From an optimization exercise on the open Yosys and OpenROAD flow, aimed at a short achievable clock period and few clock cycles; shortcuts taken in it are not production practice.
The RTL was checked by simulation tests, not by an equivalence proof against the original design.
No activity file was given, so power comes from the tool's default toggle rates.

File: design/flow/design.v
typedef logic [8-1:0] DEFAULT_TYPE;
typedef logic [9-1:0] EXTEND_DEFAULT_TYPE;
typedef struct packed{
  DEFAULT_TYPE a;
  DEFAULT_TYPE sp;
  DEFAULT_TYPE flag;
} REGISTER_PACK_TYPE;
typedef enum logic [2:0] {
  RESET_STAGE
  , FETCH_OPERATION
  , DECODE
  , FETCH_IMMEDIATE
  , EXECUTE
  , WRITE_REGISTER
  , WRITE_MEMORY
} STAGE_TYPE;
typedef enum logic [1:0] {
  IDL_FETCH_OPERATION
  , BGN_FETCH_OPERATION
  , END_FETCH_OPERATION
} STAGE_FETCH_OPERATION_TYPE;
typedef enum logic [3:0] {
  IDL_FETCH_IMMEDIATE
  , BGN_FETCH_IMMEDIATE
  , END_FETCH_IMMEDIATE
  , WAIT_IMMEDIATE
  , LOAD_IMMEDIATE
  , WAIT_SRC_ADDR
  , LOAD_SRC_ADDR
  , WAIT_SRC
  , LOAD_SRC
  , WAIT_DST_ADDR
  , LOAD_DST_ADDR
  , WAIT_DST
  , LOAD_DST
} STAGE_FETCH_IMMEDIATE_TYPE;
typedef enum logic [4:0] {ADD, CMP, MOV, HLT, JMP, NOP, PUSH, POP, JO, JNO, JC, JNC, JZ, JNZ, JBE, JA, JS, JNS, JP, JNP, JL, JGE, JLE, JG} OPECODE_TYPE;
typedef enum logic [3:0] {
  REG_A
  , REG_SP
  , ADDRESS_REG_A
  , ADDRESS_REG_SP_PUSH
  , ADDRESS_REG_SP_POP
  , ADDRESS_REG_SP
  , ADDRESS_IMM
  , IMM
  , UNUSED
} OPERAND_TYPE;
typedef enum logic [3:0] {MEMORY_STAY, MEMORY_READ, MEMORY_WRITE} MEMORY_FLAG_TYPE;
typedef enum logic [1:0] {
  IDL_WRITE_MEMORY
  , BGN_WRITE_MEMORY
  , END_WRITE_MEMORY
} STAGE_WRITE_MEMORY_TYPE;
typedef struct packed{
  OPECODE_TYPE ope;
  OPERAND_TYPE src;
  OPERAND_TYPE dst;
} INSTRUCTION_PACK_TYPE;
module cpu( 
  input logic CLOCK
  , input logic RESET
  , input  logic [8-1:0] read_bus
  , output logic [3:0]          ctrl_bus
  , output logic [8-1:0] addr_bus
  , output logic [8-1:0] write_bus
  , output logic [8-1:0] OUT
);
  STAGE_TYPE stage;
  STAGE_FETCH_OPERATION_TYPE stage_fetch_operation;
  STAGE_FETCH_IMMEDIATE_TYPE stage_fetch_immediate;
  STAGE_WRITE_MEMORY_TYPE    stage_write_memory;
  DEFAULT_TYPE ip;
  DEFAULT_TYPE ope;
  INSTRUCTION_PACK_TYPE instruction;
  decoder decoder0(.*);
  REGISTER_PACK_TYPE register;
  DEFAULT_TYPE imm;
  DEFAULT_TYPE mem_src, imm_src_addr;
  DEFAULT_TYPE mem_dst, imm_dst_addr;
  DEFAULT_TYPE addr_immediate;
  DEFAULT_TYPE next_ip_immediate;
  DEFAULT_TYPE src;
  decoder_src decoder_src0(.*);
  DEFAULT_TYPE original_dst;
  update_original_dst update_original_dst0(.*);
  DEFAULT_TYPE dst, dst_register_flag;;
  alu alu0(.*);
  update_register_value update_register_value0(.*);
  DEFAULT_TYPE jmp;
  jmp_addr_bus jmp_addr_bus0(.*);
  DEFAULT_TYPE addr_write;
  MEMORY_FLAG_TYPE ctrl_bus_write;
  update_memory_write update_memory_write0(.*,
    .addr(addr_write),
    .ctrl_bus(ctrl_bus_write)
  );
  update_memory_addr_bus update_memory_addr_bus0(.*);
  update_memory_flag update_memory_flag0(.*);
  update_stage update_stage0(.*);
  DEFAULT_TYPE next_ip_operation;
  update_stage_fetch_operation update_stage_fetch_operation0(.*, .next_ip(next_ip_operation));
  update_ip  update_ip0(.*);
  update_stage_fetch_immediate update_stage_fetch_immediate0(.*,
    .next_ip(next_ip_immediate),
    .addr(addr_immediate)
  );
  assign OUT = register.a;
  logic flag_carry, flag_zero, flag_sign, flag_overflow, flag_underflow;
  assign flag_carry     = register.flag[0];
  assign flag_zero      = register.flag[1];
  assign flag_sign      = register.flag[2];
  assign flag_overflow  = register.flag[3];
  assign flag_underflow = register.flag[4];
endmodule 
module decoder( 
  input    logic        CLOCK
  , input  logic        RESET
  , input  STAGE_TYPE   stage
  , input  DEFAULT_TYPE ope
  , output INSTRUCTION_PACK_TYPE instruction
);
  INSTRUCTION_PACK_TYPE next_instruction;
  always_comb begin
    case (stage)
      DECODE: casez (ope)
        8'b00_???_???: next_instruction.ope = MOV;
        8'b01_???_???: next_instruction.ope = ADD;
        8'b10_???_???: next_instruction.ope = CMP;
        8'b11_000_???: next_instruction.ope = PUSH;
        8'b11_001_???: next_instruction.ope = POP;
        8'b11_010_000: next_instruction.ope = JMP;
        8'b11_100_000: next_instruction.ope = JO;
        8'b11_100_001: next_instruction.ope = JNO;
        8'b11_100_010: next_instruction.ope = JC;
        8'b11_100_011: next_instruction.ope = JNC;
        8'b11_100_100: next_instruction.ope = JZ;
        8'b11_100_101: next_instruction.ope = JNZ;
        8'b11_100_110: next_instruction.ope = JBE;
        8'b11_100_111: next_instruction.ope = JA;
        8'b11_101_000: next_instruction.ope = JS;
        8'b11_101_001: next_instruction.ope = JNS;
        8'b11_101_010: next_instruction.ope = JP;
        8'b11_101_011: next_instruction.ope = JNP;
        8'b11_101_100: next_instruction.ope = JL;
        8'b11_101_101: next_instruction.ope = JGE;
        8'b11_101_110: next_instruction.ope = JLE;
        8'b11_101_111: next_instruction.ope = JG;
        8'b11_111_110: next_instruction.ope = NOP;
        8'b11_111_111: next_instruction.ope = HLT;
        default:              next_instruction.ope = HLT;
      endcase
      default:                next_instruction.ope = instruction.ope;
    endcase
  end
  always_comb begin
    case (stage)
      DECODE: casez (ope)
        8'b0?_000_???: next_instruction.dst = REG_A;
        8'b0?_001_???: next_instruction.dst = ADDRESS_REG_A;
        8'b0?_010_???: next_instruction.dst = ADDRESS_IMM;
        8'b0?_011_???: next_instruction.dst = IMM;
        8'b0?_100_???: next_instruction.dst = REG_SP;
        8'b0?_101_???: next_instruction.dst = ADDRESS_REG_SP;
        8'b0?_110_???: next_instruction.dst = ADDRESS_IMM;
        8'b0?_111_???: next_instruction.dst = IMM;
        8'b10_000_???: next_instruction.dst = REG_A;
        8'b10_001_???: next_instruction.dst = ADDRESS_REG_A;
        8'b10_010_???: next_instruction.dst = ADDRESS_IMM;
        8'b10_011_???: next_instruction.dst = IMM;
        8'b10_100_???: next_instruction.dst = REG_SP;
        8'b10_101_???: next_instruction.dst = ADDRESS_REG_SP;
        8'b10_110_???: next_instruction.dst = ADDRESS_IMM;
        8'b10_111_???: next_instruction.dst = IMM;
        8'b11_000_???: next_instruction.dst = ADDRESS_REG_SP;
        8'b11_001_000: next_instruction.dst = REG_A;
        8'b11_001_001: next_instruction.dst = ADDRESS_REG_A;
        8'b11_001_010: next_instruction.dst = ADDRESS_IMM;
        8'b11_001_011: next_instruction.dst = IMM;
        8'b11_001_100: next_instruction.dst = REG_SP;
        8'b11_001_101: next_instruction.dst = ADDRESS_REG_SP;
        8'b11_001_110: next_instruction.dst = ADDRESS_IMM;
        8'b11_001_111: next_instruction.dst = IMM;
        default:              next_instruction.dst = UNUSED;
        endcase
      default:                next_instruction.dst = instruction.dst;
    endcase
  end
  always_comb begin
    case (stage)
      DECODE: casez (ope)
        8'b0?_???_000: next_instruction.src = REG_A;
        8'b0?_???_001: next_instruction.src = ADDRESS_REG_A;
        8'b0?_???_010: next_instruction.src = ADDRESS_IMM;
        8'b0?_???_011: next_instruction.src = IMM;  
        8'b0?_???_100: next_instruction.src = REG_SP;
        8'b0?_???_101: next_instruction.src = ADDRESS_REG_SP;
        8'b0?_???_110: next_instruction.src = ADDRESS_IMM;
        8'b0?_???_111: next_instruction.src = IMM;
        8'b10_???_000: next_instruction.src = REG_A;
        8'b10_???_001: next_instruction.src = ADDRESS_REG_A;
        8'b10_???_010: next_instruction.src = ADDRESS_IMM;
        8'b10_???_011: next_instruction.src = IMM;  
        8'b10_???_100: next_instruction.src = REG_SP;
        8'b10_???_101: next_instruction.src = ADDRESS_REG_SP;
        8'b10_???_110: next_instruction.src = ADDRESS_IMM;
        8'b10_???_111: next_instruction.src = IMM;
        8'b11_000_000: next_instruction.src = REG_A;
        8'b11_000_001: next_instruction.src = ADDRESS_REG_A;
        8'b11_000_010: next_instruction.src = ADDRESS_IMM;
        8'b11_000_011: next_instruction.src = IMM;
        8'b11_000_100: next_instruction.src = REG_SP;
        8'b11_000_101: next_instruction.src = ADDRESS_REG_SP;
        8'b11_000_110: next_instruction.src = ADDRESS_IMM;
        8'b11_000_111: next_instruction.src = IMM;
        8'b11_001_???: next_instruction.src = ADDRESS_REG_SP;
        8'b11_01?_???: next_instruction.src = IMM;
        8'b11_10?_???: next_instruction.src = IMM;
        default:              next_instruction.src = UNUSED;
        endcase
      default:                next_instruction.src = instruction.src;
    endcase
  end
  always_ff @(posedge CLOCK) begin
    if (RESET) begin
      instruction.ope <= NOP;
      instruction.src <= UNUSED;
      instruction.dst <= UNUSED;
    end else begin
      instruction.ope <= next_instruction.ope;
      instruction.src <= next_instruction.src;
      instruction.dst <= next_instruction.dst;
    end
  end
endmodule 
module decoder_src( 
  input INSTRUCTION_PACK_TYPE instruction
  , input REGISTER_PACK_TYPE register
  , input DEFAULT_TYPE imm
  , input DEFAULT_TYPE mem_src
  , output DEFAULT_TYPE src
);
  always_comb begin
    case (instruction.src)
      REG_A:               src = register.a;
      REG_SP:              src = register.sp;
      ADDRESS_REG_A:       src = mem_src;
      ADDRESS_REG_SP:      src = mem_src;
      ADDRESS_IMM:         src = mem_src;
      IMM:                 src = imm;
      default:             src = 8'd0;
    endcase
  end
endmodule 
module update_original_dst( 
  input    logic        CLOCK
  , input  logic        RESET
  , input INSTRUCTION_PACK_TYPE instruction
  , input  REGISTER_PACK_TYPE register
  , input  DEFAULT_TYPE imm
  , input  DEFAULT_TYPE mem_dst
  , output DEFAULT_TYPE original_dst
);
  DEFAULT_TYPE next_original_dst;
  always_comb begin
    case (instruction.dst)
      REG_A:               next_original_dst = register.a;
      REG_SP:              next_original_dst = register.sp;
      ADDRESS_REG_A:       next_original_dst = mem_dst;
      ADDRESS_REG_SP:      next_original_dst = mem_dst;
      ADDRESS_IMM:         next_original_dst = mem_dst;
      default:             next_original_dst = 8'd0;
    endcase
  end
  always_ff @(posedge CLOCK) begin
    if (RESET) original_dst <= 8'b0;
    else original_dst <= next_original_dst;
  end
endmodule 
module alu( 
  input    logic        CLOCK
  , input  logic        RESET
  , input  STAGE_TYPE   stage
  , input  INSTRUCTION_PACK_TYPE instruction
  , input  DEFAULT_TYPE src
  , input  DEFAULT_TYPE original_dst
  , output DEFAULT_TYPE dst
  , output DEFAULT_TYPE dst_register_flag
);
  EXTEND_DEFAULT_TYPE u_ex_src1, u_ex_src2, u_ex_inv2;
  EXTEND_DEFAULT_TYPE s_ex_src1, s_ex_src2, s_ex_inv2;
  assign u_ex_src1 = {1'b0, original_dst};
  assign u_ex_src2 = {1'b0, src};
  assign u_ex_inv2 = {1'b0, 8'(~(src) + 8'b1)};
  assign s_ex_src1 = {original_dst[8-1], original_dst};
  assign s_ex_src2 = {src[8-1], src};
  assign s_ex_inv2 = ~(s_ex_src2) + 9'b1;
  EXTEND_DEFAULT_TYPE u_ex_dst;
  always_comb begin
    case (instruction.ope)
      ADD:     u_ex_dst = u_ex_src1 + u_ex_src2;
      CMP:     u_ex_dst = u_ex_src1 + u_ex_inv2;
      MOV:     u_ex_dst = u_ex_src2;
      PUSH:    u_ex_dst = u_ex_src2;
      POP:     u_ex_dst = u_ex_src2;
      HLT:     u_ex_dst = u_ex_src1;
      default: u_ex_dst = u_ex_src1;
    endcase
  end
  EXTEND_DEFAULT_TYPE s_ex_dst;
  always_comb begin
    case (instruction.ope)
      ADD:     s_ex_dst = s_ex_src1 + s_ex_src2;
      CMP:     s_ex_dst = s_ex_src1 + s_ex_inv2;
      MOV:     s_ex_dst = s_ex_src2;
      PUSH:    s_ex_dst = s_ex_src2;
      POP:     s_ex_dst = s_ex_src2;
      HLT:     s_ex_dst = s_ex_src1;
      default: s_ex_dst = s_ex_src1;
    endcase
  end
  logic carry, zero, sign, overflow, underflow;
  assign carry     = u_ex_dst[9-1];
  assign zero      = ~(|(u_ex_dst[8-1:0]));
  assign sign      = u_ex_dst[8-1];
  assign overflow  = ((s_ex_dst[9-1] == 1'b0) & (s_ex_dst[8-1] == 1'b1)) ? 1'b1 : 1'b0;
  assign underflow = ((s_ex_dst[9-1] == 1'b1) & (s_ex_dst[8-1] == 1'b0)) ? 1'b1 : 1'b0;
  DEFAULT_TYPE flag;
  assign flag = {1'b0, 1'b0, 1'b0, underflow, overflow, sign, zero, carry};
  DEFAULT_TYPE next_dst;
  always_comb begin
    case (stage)
      EXECUTE: case (instruction.ope)
        CMP:     next_dst = dst;
        default: next_dst = u_ex_dst[8-1:0];
      endcase
      default:   next_dst = dst;
    endcase
  end
  DEFAULT_TYPE next_flag;
  always_comb begin
    case (stage)
      EXECUTE: case (instruction.ope)
        ADD:     next_flag = flag;
        CMP:     next_flag = flag;
        default: next_flag = dst_register_flag;
      endcase
      default:   next_flag = dst_register_flag;
    endcase
  end
  always_ff @(posedge CLOCK) begin
    if (RESET) dst <= 8'd0;
    else dst <= next_dst;
    if (RESET) dst_register_flag <= 8'd0;
    else dst_register_flag <= next_flag;
  end
endmodule 
module jmp_addr_bus( 
  input INSTRUCTION_PACK_TYPE instruction
  , input DEFAULT_TYPE imm
  , input REGISTER_PACK_TYPE register
  , output DEFAULT_TYPE jmp
);
  logic cf, zf, sf, of;
  assign cf = register.flag[0];
  assign zf = register.flag[1];
  assign sf = register.flag[2];
  assign of = register.flag[3];
  always_comb begin
    case (instruction.ope)
      JMP:     jmp = imm;
      JO:      jmp = (of == 1'b1)                   ? imm : 8'd0;
      JNO:     jmp = (of == 1'b0)                   ? imm : 8'd0;
      JC:      jmp = (cf == 1'b1)                   ? imm : 8'd0;
      JNC:     jmp = (cf == 1'b0)                   ? imm : 8'd0;
      JZ:      jmp = (zf == 1'b1)                   ? imm : 8'd0;
      JNZ:     jmp = (zf == 1'b0)                   ? imm : 8'd0;
      JBE:     jmp = ((cf == 1'b1) | (zf == 1'b1))  ? imm : 8'd0;
      JA:      jmp = ((cf == 1'b0) & (zf == 1'b0))  ? imm : 8'd0;
      JS:      jmp = (sf == 1'b1)                   ? imm : 8'd0;
      JNS:     jmp = (sf == 1'b0)                   ? imm : 8'd0;
      JP:      jmp = imm;  
      JNP:     jmp = imm;  
      JL:      jmp = (sf != of)                     ? imm : 8'd0;
      JGE:     jmp = (sf == of)                     ? imm : 8'd0;
      JLE:     jmp = ((zf == 1'b1) | (sf != of))    ? imm : 8'd0;
      JG:      jmp = ((zf != 1'b1) & (sf == of))    ? imm : 8'd0;
      default: jmp = 8'd0;
    endcase
  end
endmodule 
module update_stage( 
  input    logic CLOCK
  , input  logic RESET
  , input STAGE_FETCH_OPERATION_TYPE stage_fetch_operation
  , input STAGE_FETCH_IMMEDIATE_TYPE stage_fetch_immediate
  , input STAGE_WRITE_MEMORY_TYPE    stage_write_memory
  , input INSTRUCTION_PACK_TYPE instruction
  , output STAGE_TYPE stage
);
  STAGE_TYPE next_stage;
  always_comb begin
    case (stage)
      RESET_STAGE: next_stage = FETCH_OPERATION;
      FETCH_OPERATION: case (stage_fetch_operation)
        END_FETCH_OPERATION: next_stage = DECODE;
        default:             next_stage = FETCH_OPERATION;
      endcase
      DECODE: next_stage = FETCH_IMMEDIATE;
      FETCH_IMMEDIATE: case (stage_fetch_immediate)
        END_FETCH_IMMEDIATE: next_stage = EXECUTE;
        default:             next_stage = FETCH_IMMEDIATE;
      endcase
      EXECUTE: next_stage = WRITE_REGISTER;
      WRITE_REGISTER: case (instruction.dst)
        ADDRESS_IMM:         next_stage = WRITE_MEMORY;
        ADDRESS_REG_SP:      next_stage = WRITE_MEMORY;
        default:             next_stage = FETCH_OPERATION;
      endcase
      WRITE_MEMORY: case (stage_write_memory)
        END_WRITE_MEMORY:    next_stage = FETCH_OPERATION;
        default:             next_stage = WRITE_MEMORY;
      endcase
      default: next_stage = FETCH_OPERATION;
    endcase
  end
  always_ff @(posedge CLOCK) begin
    if (RESET) stage <= RESET_STAGE;
    else stage <= next_stage;
  end
endmodule 
module update_register_value( 
  input    logic        CLOCK
  , input  logic        RESET
  , input  STAGE_TYPE   stage
  , input  INSTRUCTION_PACK_TYPE instruction
  , input  DEFAULT_TYPE dst
  , output REGISTER_PACK_TYPE register
  , input  DEFAULT_TYPE dst_register_flag
);
  REGISTER_PACK_TYPE next_register;
  always_comb begin
    if ((stage == WRITE_REGISTER) & (instruction.dst == REG_A )) next_register.a  = dst;
    else next_register.a = register.a;
  end
  always_comb begin
    if (stage == WRITE_REGISTER) begin
      if (instruction.dst == REG_SP)    next_register.sp = dst;
      else if (instruction.ope == PUSH) next_register.sp = register.sp-8'd1;
      else if (instruction.ope == POP)  next_register.sp = register.sp+8'd1;
      else next_register.sp = register.sp;
    end else next_register.sp = register.sp;
  end
  always_comb begin
    if (stage == WRITE_REGISTER) next_register.flag = dst_register_flag;
    else next_register.flag = register.flag;
  end
  always_ff @(posedge CLOCK) begin
    if (RESET) register.a <= 8'd0;
    else              register.a <= next_register.a;
    if (RESET) register.sp <= 8'd128;
    else              register.sp <= next_register.sp;
    if (RESET) register.flag <= 8'd128;
    else              register.flag <= next_register.flag;
  end
endmodule 
module update_ip( 
  input    logic        CLOCK
  , input  logic        RESET
  , input  STAGE_TYPE   stage
  , input INSTRUCTION_PACK_TYPE instruction
  , input  DEFAULT_TYPE next_ip_operation
  , input  DEFAULT_TYPE next_ip_immediate
  , input  DEFAULT_TYPE jmp
  , output DEFAULT_TYPE ip
);
  DEFAULT_TYPE next_ip;
  always_comb begin
    if (instruction.ope == HLT) next_ip = ip;
    else case (stage)
      FETCH_OPERATION: next_ip = next_ip_operation;
      FETCH_IMMEDIATE: next_ip = next_ip_immediate;
      EXECUTE:         next_ip = ip + jmp;
      default:         next_ip = ip;
    endcase
  end
  always_ff @(posedge CLOCK) begin
    if (RESET) ip <= 8'b0;
    else ip <= next_ip;
  end
endmodule 
module update_memory_addr_bus( 
  input    STAGE_TYPE   stage
  , input  DEFAULT_TYPE ip
  , input  DEFAULT_TYPE addr_immediate
  , input  DEFAULT_TYPE addr_write
  , output DEFAULT_TYPE addr_bus
);
  always_comb begin
    case (stage)
      FETCH_OPERATION: addr_bus = ip;
      FETCH_IMMEDIATE: addr_bus = addr_immediate;
      WRITE_MEMORY:    addr_bus = addr_write;
      default:         addr_bus = 8'd0;
    endcase
  end
endmodule 
module update_memory_write( 
  input    logic        CLOCK
  , input  logic        RESET
  , input  REGISTER_PACK_TYPE register
  , input  DEFAULT_TYPE imm_dst_addr
  , output DEFAULT_TYPE addr
  , input  STAGE_TYPE   stage
  , input INSTRUCTION_PACK_TYPE instruction
  , input  DEFAULT_TYPE dst
  , output DEFAULT_TYPE write_bus
  , output STAGE_WRITE_MEMORY_TYPE stage_write_memory
  , output MEMORY_FLAG_TYPE ctrl_bus
);
  STAGE_WRITE_MEMORY_TYPE next_stage_write_memory;
  always_comb begin
    case (stage)
      WRITE_MEMORY: begin
        case (stage_write_memory)
          BGN_WRITE_MEMORY: next_stage_write_memory = END_WRITE_MEMORY;
          END_WRITE_MEMORY: next_stage_write_memory = IDL_WRITE_MEMORY;
          IDL_WRITE_MEMORY: next_stage_write_memory = BGN_WRITE_MEMORY;
          default:          next_stage_write_memory = IDL_WRITE_MEMORY;
        endcase
      end
      default: next_stage_write_memory = IDL_WRITE_MEMORY;
    endcase
  end
  always_comb begin
    case (stage)
      WRITE_MEMORY: case(stage_write_memory)
        BGN_WRITE_MEMORY: ctrl_bus = MEMORY_WRITE;
        END_WRITE_MEMORY: ctrl_bus = MEMORY_WRITE;
        IDL_WRITE_MEMORY: ctrl_bus = MEMORY_STAY;
        default:          ctrl_bus = MEMORY_STAY;
      endcase
      default:            ctrl_bus = MEMORY_STAY;
    endcase
  end
  always_comb begin
    case (stage)
      WRITE_MEMORY: case (instruction.dst)
        ADDRESS_REG_A:  addr = register.a;
        ADDRESS_REG_SP: addr = register.sp;
        ADDRESS_IMM:    addr = imm_dst_addr;
        default:        addr = 8'd0;
      endcase
      default:          addr = 8'd0;
    endcase
  end
  DEFAULT_TYPE next_write_bus;
  always_comb begin
    case (stage)
      WRITE_MEMORY: case (instruction.dst)
        REG_A:          next_write_bus = write_bus;
        REG_SP:         next_write_bus = write_bus;
        ADDRESS_REG_A:  next_write_bus = dst;
        ADDRESS_REG_SP: next_write_bus = dst;
        ADDRESS_IMM:    next_write_bus = dst;
        default:        next_write_bus = write_bus;
      endcase
      default:         next_write_bus = write_bus;
    endcase
  end
  always_ff @(posedge CLOCK) begin
    if (RESET) begin
      stage_write_memory <= IDL_WRITE_MEMORY;
      write_bus <= 8'b0;
    end else begin
      stage_write_memory <= next_stage_write_memory;
      write_bus <= next_write_bus;
    end
  end
endmodule 
module update_memory_flag( 
  input    STAGE_TYPE       stage
  , input  MEMORY_FLAG_TYPE ctrl_bus_write
  , output MEMORY_FLAG_TYPE ctrl_bus
);
  always_comb begin
    case (stage)
      FETCH_OPERATION: ctrl_bus = MEMORY_READ;
      FETCH_IMMEDIATE: ctrl_bus = MEMORY_READ;
      WRITE_MEMORY:    ctrl_bus = ctrl_bus_write;
      default:         ctrl_bus = MEMORY_STAY;
    endcase
  end
endmodule 
module update_stage_fetch_operation( 
  input logic CLOCK
  , input logic RESET
  , input STAGE_TYPE stage
  , input  DEFAULT_TYPE read_bus
  , input  DEFAULT_TYPE ip
  , output STAGE_FETCH_OPERATION_TYPE stage_fetch_operation
  , output DEFAULT_TYPE next_ip
  , output DEFAULT_TYPE ope
);
  STAGE_FETCH_OPERATION_TYPE next_stage_fetch_operation;
  always_comb begin
    case (stage)
      FETCH_OPERATION: begin
        case (stage_fetch_operation)
          BGN_FETCH_OPERATION: next_stage_fetch_operation = END_FETCH_OPERATION;
          END_FETCH_OPERATION: next_stage_fetch_operation = IDL_FETCH_OPERATION;
          IDL_FETCH_OPERATION: next_stage_fetch_operation = BGN_FETCH_OPERATION;
          default:             next_stage_fetch_operation = IDL_FETCH_OPERATION;
        endcase
      end
      default: next_stage_fetch_operation = IDL_FETCH_OPERATION;
    endcase
  end
  DEFAULT_TYPE next_ope;
  always_comb begin
    case (stage)
      FETCH_OPERATION: begin
        case (stage_fetch_operation)
          BGN_FETCH_OPERATION: begin
            next_ope = read_bus;
            next_ip  = ip;
          end
          END_FETCH_OPERATION: begin
            next_ope = ope;
            next_ip  = ip + 8'd1;
          end
          default: begin
            next_ope = ope;
            next_ip  = ip;
          end
        endcase
      end
      default: begin
        next_ope = ope;
        next_ip  = ip;
      end
    endcase
  end
  always_ff @(posedge CLOCK) begin
    if (RESET) begin
      stage_fetch_operation <= IDL_FETCH_OPERATION;
      ope <= 8'b11111110;
    end else begin
      stage_fetch_operation <= next_stage_fetch_operation;
      ope <= next_ope;
    end
  end
endmodule 
module update_stage_fetch_immediate( 
  input logic CLOCK
  , input logic RESET
  , input STAGE_TYPE stage
  , input  DEFAULT_TYPE read_bus
  , input  DEFAULT_TYPE ip
  , input  REGISTER_PACK_TYPE register
  , input  INSTRUCTION_PACK_TYPE instruction
  , output STAGE_FETCH_IMMEDIATE_TYPE stage_fetch_immediate
  , output DEFAULT_TYPE next_ip
  , output DEFAULT_TYPE imm
  , output DEFAULT_TYPE mem_src
  , output DEFAULT_TYPE imm_src_addr
  , output DEFAULT_TYPE mem_dst
  , output DEFAULT_TYPE imm_dst_addr
  , output DEFAULT_TYPE addr
);
  STAGE_FETCH_IMMEDIATE_TYPE next_stage_fetch_immediate;
  always_comb begin
    case (stage)
      FETCH_IMMEDIATE: case (stage_fetch_immediate)
        BGN_FETCH_IMMEDIATE: begin
          if (instruction.src == IMM)            next_stage_fetch_immediate = WAIT_IMMEDIATE;
          else if     (instruction.src == ADDRESS_IMM)    next_stage_fetch_immediate = WAIT_SRC_ADDR;
          else if     (instruction.src == ADDRESS_REG_A)  next_stage_fetch_immediate = WAIT_SRC;
          else if     (instruction.src == ADDRESS_REG_SP) next_stage_fetch_immediate = WAIT_SRC;
          else if     (instruction.dst == ADDRESS_IMM)    next_stage_fetch_immediate = WAIT_DST_ADDR;
          else if     (instruction.dst == ADDRESS_REG_A)  next_stage_fetch_immediate = WAIT_DST;
          else if     (instruction.dst == ADDRESS_REG_SP) next_stage_fetch_immediate = WAIT_DST;
          else                                            next_stage_fetch_immediate = END_FETCH_IMMEDIATE;
        end
        LOAD_IMMEDIATE: begin
          if (instruction.dst == ADDRESS_IMM)    next_stage_fetch_immediate = WAIT_DST_ADDR;
          else if     (instruction.dst == ADDRESS_REG_A)  next_stage_fetch_immediate = WAIT_DST;
          else if     (instruction.dst == ADDRESS_REG_SP) next_stage_fetch_immediate = WAIT_DST;
          else                                            next_stage_fetch_immediate = END_FETCH_IMMEDIATE;
        end
        LOAD_SRC_ADDR: next_stage_fetch_immediate = WAIT_SRC;
        LOAD_SRC: begin
          if (instruction.dst == ADDRESS_IMM)    next_stage_fetch_immediate = WAIT_DST_ADDR;
          else if     (instruction.dst == ADDRESS_REG_A)  next_stage_fetch_immediate = WAIT_DST;
          else if     (instruction.dst == ADDRESS_REG_SP) next_stage_fetch_immediate = WAIT_DST;
          else                                            next_stage_fetch_immediate = END_FETCH_IMMEDIATE;
        end
        LOAD_DST_ADDR: next_stage_fetch_immediate = WAIT_DST;
        LOAD_DST: next_stage_fetch_immediate = END_FETCH_IMMEDIATE;
        WAIT_IMMEDIATE: next_stage_fetch_immediate = LOAD_IMMEDIATE;
        WAIT_SRC_ADDR:  next_stage_fetch_immediate = LOAD_SRC_ADDR;
        WAIT_SRC:       next_stage_fetch_immediate = LOAD_SRC;
        WAIT_DST_ADDR:  next_stage_fetch_immediate = LOAD_DST_ADDR;
        WAIT_DST:       next_stage_fetch_immediate = LOAD_DST;
        END_FETCH_IMMEDIATE: next_stage_fetch_immediate = IDL_FETCH_IMMEDIATE;
        IDL_FETCH_IMMEDIATE: next_stage_fetch_immediate = BGN_FETCH_IMMEDIATE;
        default:             next_stage_fetch_immediate = IDL_FETCH_IMMEDIATE;
      endcase
      default: next_stage_fetch_immediate = IDL_FETCH_IMMEDIATE;
    endcase
  end
  DEFAULT_TYPE next_imm;
  DEFAULT_TYPE next_mem_src;
  DEFAULT_TYPE next_mem_dst;
  DEFAULT_TYPE next_imm_src_addr;
  DEFAULT_TYPE next_imm_dst_addr;
  always_comb begin
    case (stage)
      FETCH_IMMEDIATE: case (stage_fetch_immediate)
        LOAD_IMMEDIATE: begin
          next_ip           = ip + 8'd1;
          next_imm          = read_bus;
          next_imm_src_addr = imm_src_addr;
          next_mem_src      = mem_src;
          next_imm_dst_addr = imm_dst_addr;
          next_mem_dst      = mem_dst;
        end
        LOAD_SRC_ADDR: begin
          next_ip           = ip + 8'd1;
          next_imm          = imm;
          next_imm_src_addr = read_bus;
          next_mem_src      = mem_src;
          next_imm_dst_addr = imm_dst_addr;
          next_mem_dst      = mem_dst;
        end
        LOAD_SRC: begin
          next_ip           = ip;
          next_imm          = imm;
          next_imm_src_addr = imm_src_addr;
          next_mem_src      = read_bus;
          next_imm_dst_addr = imm_dst_addr;
          next_mem_dst      = mem_dst;
        end
        LOAD_DST_ADDR: begin
          next_ip           = ip + 8'd1;
          next_imm          = imm;
          next_imm_src_addr = imm_src_addr;
          next_mem_src      = mem_src;
          next_imm_dst_addr = read_bus;
          next_mem_dst      = mem_dst;
        end
        LOAD_DST: begin
          next_ip           = ip;
          next_imm          = imm;
          next_imm_src_addr = imm_src_addr;
          next_mem_src      = mem_src;
          next_imm_dst_addr = imm_dst_addr;
          next_mem_dst      = read_bus;
        end
        default: begin
          next_ip           = ip;
          next_imm          = imm;
          next_imm_src_addr = imm_src_addr;
          next_mem_src      = mem_src;
          next_imm_dst_addr = imm_dst_addr;
          next_mem_dst      = mem_dst;
        end
      endcase
      default: begin
        next_ip           = ip;
        next_imm          = imm;
        next_imm_src_addr = imm_src_addr;
        next_mem_src      = mem_src;
        next_imm_dst_addr = imm_dst_addr;
        next_mem_dst      = mem_dst;
      end
    endcase
  end
  always_comb begin
    case (stage)
      FETCH_IMMEDIATE: begin
        case (stage_fetch_immediate)
          WAIT_IMMEDIATE, LOAD_IMMEDIATE:  addr = ip;
          WAIT_SRC_ADDR,  LOAD_SRC_ADDR:   addr = ip;
          WAIT_DST_ADDR,  LOAD_DST_ADDR:   addr = ip;
          WAIT_SRC, LOAD_SRC: case (instruction.src)
            ADDRESS_REG_A:       addr = register.a;
            ADDRESS_REG_SP:      addr = register.sp;
            ADDRESS_IMM:         addr = imm_src_addr;
            default:             addr = 8'd0;
          endcase
          WAIT_DST, LOAD_DST: case (instruction.dst)
            ADDRESS_REG_A:  addr = register.a;
            ADDRESS_REG_SP: addr = register.sp;
            ADDRESS_IMM:    addr = imm_dst_addr;
            default:        addr = 8'd0;
          endcase
          default:          addr = 8'd0;
        endcase
      end
      default:              addr = 8'd0;
    endcase
  end
  always_ff @(posedge CLOCK) begin
    if (RESET) begin
      stage_fetch_immediate <= IDL_FETCH_IMMEDIATE;
      imm          <= 8'd0;
      imm_src_addr <= 8'd0;
      mem_src      <= 8'd0;
      imm_dst_addr <= 8'd0;
      mem_dst      <= 8'd0;
    end else begin
      stage_fetch_immediate <= next_stage_fetch_immediate;
      imm          <= next_imm;
      imm_src_addr <= next_imm_src_addr;
      mem_src      <= next_mem_src;
      imm_dst_addr <= next_imm_dst_addr;
      mem_dst      <= next_mem_dst;
    end
  end
endmodule 
File: design/flow/run.sh
#!/bin/bash
# synth_recipe.tcl (not shown) runs the flow's synth.tcl, then flattens the netlist and writes it again
# the make line also repeats each setting of config.mk as NAME=value (left out here)
make -C /OpenROAD-flow-scripts/flow DESIGN_CONFIG=/design/flow/config.mk WORK_HOME=/design/flow/orfs CLKGATE_MAP_FILE= SYNTH_SCRIPT=/design/flow/synth_recipe.tcl finish
File: design/flow/config.mk
export PLATFORM = sky130hd
export DESIGN_NAME = cpu
export DESIGN_NICKNAME = cpu
export VERILOG_FILES = /design/flow/design.v
export SDC_FILE = /design/flow/constraint.sdc
export NUM_CORES = 4
export LEC_CHECK = 0
export CAP_MARGIN = 20
export CORE_MARGIN = 2
export CORE_UTILIZATION = 40
export SLEW_MARGIN = 20
File: design/flow/constraint.sdc
create_clock -name core_clock -period 4.0 [get_ports {CLOCK}]
set_input_delay 0.8000 -clock core_clock [delete_from_list [all_inputs] [get_ports {CLOCK}]]
set_output_delay 0.8000 -clock core_clock [all_outputs]
set_load 0.01 [all_outputs]
==> key figures <==
Outcome
  • Status: timing/DRC/antenna clean

Layout
  • Count of nets after finishing: 1078
  • Inserted Diodes: 0
  • Most common library cell in the layout ignoring fill and taps: sky130_fd_sc_hd__nor2_1
  • Fill cells: 1977
  • Commonest cells after routing, fill and taps aside: sky130_fd_sc_hd__nor2_1, sky130_fd_sc_hd__dfxtp_1, sky130_fd_sc_hd__nand2_1, sky130_fd_sc_hd__a21oi_1, sky130_fd_sc_hd__mux2i_1
  • Final design instance area without fill: 0.00917 mm^2
  • Fraction of final layout cells sized beyond drive strength 1: 8.62%
  • Layout Area Growth over Synthesis: 14.5%

Hold path
  • Class of the tightest hold or removal check: flip-flop to flip-flop

Setup path
  • Startpoint type of the worst setup path: flip-flop
  • Endpoint required time on the critical path: approximately 3200 ps
  • Slowest cell on the critical path: sky130_fd_sc_hd__clkdlybuf4s50_1
  • Arrival time at the worst endpoint: 2980 ps
  • CP peak stage delay: approximately 570 ps
  • Crit path kind: flip-flop to primary output
  • Series of cell instances along the critical path: buf_4 > nand3b_1 > a21oi_1 > buf_4 > and3_1 > a22oi_1 > o22ai_1 > clkdlybuf4s50_1
  • Most frequent cell on the critical path: sky130_fd_sc_hd__buf_4
  • Nature of the critical path endpoint: primary output
  • Critical Path Fanout Max: 10

Clock network
  • Clock tree from TritonCTS: done
  • Max clock buf depth: 2
  • Clock transition at the registers of the reported paths: roughly 60 ps
  • CTS sink count: 128
  • Clock Tree Root: sky130_fd_sc_hd__clkbuf_16
  • Deepest level of the CTS H-tree: 4
  • Clock buffer count from CTS: 17
  • Post-CTS Hold Buffers: 0
  • Later-pin clock latency in the skew report: 430 ps

Place
  • Detail Placement HPWL: 17800 um
  • Placed instance area: 0.00859 mm^2
  • Post-Place Worst Slack: 122 ps
  • Number of buffers added on ports: 35
  • Gpl congestion: roughly 0.89

Routing
  • Via-per-instance ratio: 5.61
  • Routed vias: 7285
  • Routed length per placed instance: approximately 19 um
  • First-iteration detailed-routing DRC count: between 500 and 600
  • Residual DRC count: 0
  • Remaining antenna violation count: 0
  • Routed WL: 24300 um
  • Pre-antenna DRT Iters: 5

Floorplan
  • Area of the die: 0.0212 mm^2
  • Floorplan die width: 146 um
  • Core Area: 0.0195 mm^2
  • Initial Util: 41.0%
  • Chip Height: 146 um
  • Total number of placement rows: 51
  • Top-level I/O count: 38

Power
  • Total power density per cell area: 317 mW/mm^2
  • IR Drop Worst-Case VDD: between 0.3 and 0.4 mV
  • Standby leakage power: 0.00351 uW
  • Overall power after layout: 2910 uW

Synthesis
  • Number of cells produced by synthesis: roughly 1000
  • Share of synthesized registers carrying an async set or reset: 0%
  • Sequential share of the synthesized area: a little under a third
  • Synth Area per Inst: 7.93 um^2
  • Netlist Area Pre-Place: 0.00801 mm^2
  • Count of distinct cell types in the synthesized netlist: 66
  • Count of flip-flops with a built-in enable after synthesis: 0
  • Most common flop cell mapped by yosys: sky130_fd_sc_hd__dfxtp_1
  • Warnings from Yosys: 13
  • Number of flip-flops and latches in the synthesized netlist: 128

STA
  • Final worst path period need: approximately 3800 ps
  • Sum of negative setup slack: 0 ps
  • Final hold vios: 0
  • Clock skew: about 8 ps
  • Relative slew slack: about a third
  • Fin. max-slew vios: 0
  • Final setup margin: 216 ps
  • Fraction of the cycle the final worst path needs: 94.6%
  • Worst slew pin tran: approximately 980 ps
  • Final setup violation count: 0
  • Setup repair after global routing missed its margin: no
  • Peak clock frequency supported by timing: 264 MHz

Global route
  • GR Util All Layers: 23.1%
  • Initial antenna violation count: 0
  • Via count of the first global-routing pass: ~6800
  • Aggregate global routing overflow: 0
  • Largest net degree at the start of global routing: slightly below 90
  • Global-route wire length before repair: about 38000 um

Job
  • Max-cap violation count: 0
==> synthesized netlist by cell type, types with 8 or more instances <==
master                       n  area, um^2
sky130_fd_sc_hd__nor2_1    146         548
sky130_fd_sc_hd__dfxtp_1   128        2560
sky130_fd_sc_hd__nand2_1    82         308
sky130_fd_sc_hd__a21oi_1    71         355
sky130_fd_sc_hd__mux2i_1    69         691
sky130_fd_sc_hd__o21ai_0    49         245
sky130_fd_sc_hd__clkbuf_1   47         176
sky130_fd_sc_hd__inv_1      42         158
sky130_fd_sc_hd__ha_1       41         513
sky130_fd_sc_hd__nand3_1    26         130
sky130_fd_sc_hd__a22oi_1    24         180
sky130_fd_sc_hd__nor3_1     17        85.1
sky130_fd_sc_hd__a211oi_1   16         120
sky130_fd_sc_hd__nand2b_1   16         100
sky130_fd_sc_hd__nor2b_1    16         100
sky130_fd_sc_hd__xnor2_1    15         131
sky130_fd_sc_hd__a31oi_1    12        75.1
sky130_fd_sc_hd__buf_4      12        90.1
sky130_fd_sc_hd__mux2_2     11         124
sky130_fd_sc_hd__o22ai_1    11        68.8
sky130_fd_sc_hd__buf_2      10        50.1
sky130_fd_sc_hd__and3_1      9        56.3
sky130_fd_sc_hd__o211ai_1    9        67.6
sky130_fd_sc_hd__nor3b_1     8        60.1
==> critical path: cells and delay by family, from the launching register on <==
kind,cells,cell delay (ps)
buffers and inverters,3,990
AOI/OAI and AO/OA,3,570
DFF,1,500
and+or+nand+nor,2,490
==> stage by stage <==
| stage | std cells | hold slack, ps | util, % |
|---|---|---|---|
| final | 1298 | 463 | 47.0 |
| after global routing | 1298 | 477 | 47.0 |
| after CTS | 1298 | 464 | 46.8 |
| after detailed placement | 1270 | 463 | 44.0 |
| after global placement | 1270 | 452 | 44.0 |
| after floorplan | 1011 | 427 | - |
==> routing by layer <==
layer | global-route usage, % | routed length [um] | vias to the layer above | share of wire [%]
met2 | 35.7 | 10700 | 211 | 44
met1 | 32.7 | 11800 | 3411 | 49
met3 | 4.45 | 1240 | 43 | 5.1
met4 | 7.06 | 521 | 0 | 2.1
met5 | 0 | 0 | - | 0
li1 | - | - | 3620 | -
==> timing repair <==
| item | CTS | global route |
|---|---|---|
| gates resized for setup | 0 | 10 |
| buffers inserted | 0 | 0 |
| setup endpoints to repair | 0 | 12 |
| endpoints found under the hold margin | 0 | 0 |
==> path summary, 6_finish.rpt <==
path,end,start,slack (ps),depth (start not counted)
worst max-delay path,addr_bus[7],decoder0.instruction[4],220,8
worst min-delay path,update_register_value0.register[2],alu0.dst_register_flag[2],460,2
worst max register to register,alu0.dst_register_flag[1],decoder0.instruction[4],270,16
worst min register to register,update_register_value0.register[2],alu0.dst_register_flag[2],460,2
==> where the power goes <==
part           internal [uW]  total (uW)  switching, uW
combinational           32.1         102           69.5
sequential              1280        1290           12.3
clock                    946        1520            569
total                   2260        2910            651
==> cells by family (layout without fill, tap and decap cells) <==
group | Yosys count | in the layout | share of synthesized area, %
compound gates | 254 | 254 | 20.5
flops | 128 | 128 | 32.0
buf+inv | 113 | 135 | 6.03
simple gates | 369 | 369 | 21.7
fa+ha+maj | 44 | 44 | 7.16
mux | 81 | 81 | 10.3
other cells | 1 | 2 | 0.0468
xor+xnor | 20 | 20 | 2.19
==> registers in the layout (all words and copies together), names as in the netlist, 8 cells and up <==
name	count
update_stage_fetch_immediate0.imm	8
update_stage_fetch_immediate0.mem_src	8
update_ip0.ip	8
update_stage_fetch_operation0.ope	8
update_stage_fetch_immediate0.imm_dst_addr	8
decoder0.instruction	13
alu0.dst	8
update_memory_write0.write_bus	8
update_register_value0.register	20
update_stage_fetch_immediate0.mem_dst	8
update_original_dst0.original_dst	8
update_stage_fetch_immediate0.imm_src_addr	8
==> final cells by class <==
class | count | area (um^2) | share of cell area (%)
inverter | 43 | 161 | 1.76
multi-input combinational | 770 | 4990 | 54.4
timing repair buffer | 64 | 566 | 6.16
tap | 265 | 332 | 3.61
clock buffer | 21 | 470 | 5.13
sequential | 128 | 2570 | 28.0
clock inverter | 7 | 87.6 | 0.955
Testbench counts, summed over its fixed seeds: cycles 108,034.

-- port drivers added, routing unchanged --
No port has a modelled driver above. Below, the same layout with a new extraction and two added sets of constraints. Step 1, drivers: a clkbuf_16 drives CLOCK and a buf_2 each remaining input, both assumed. Step 2 times the ports against the registers' clock, not the clock port: input delays grow and output delays shrink by t, the midpoint of the rising clock arrivals with the driver on. a / b / c = ideal / step 1 / step 2; a / b = the first two.
t, ns: 0.473
setup slack, ns: 0.216 / 0.167 / 0.272
hold WS [ns]: 0.463 / 0.463 / 0.463
worst setup path after step 2: register to register
worst data-port slew with drivers (ns): 0.03
After both steps this run still meets setup and hold. For this run, drivers alone change the setup slack by -0.049 ns; drivers and shift together by +0.056 ns.
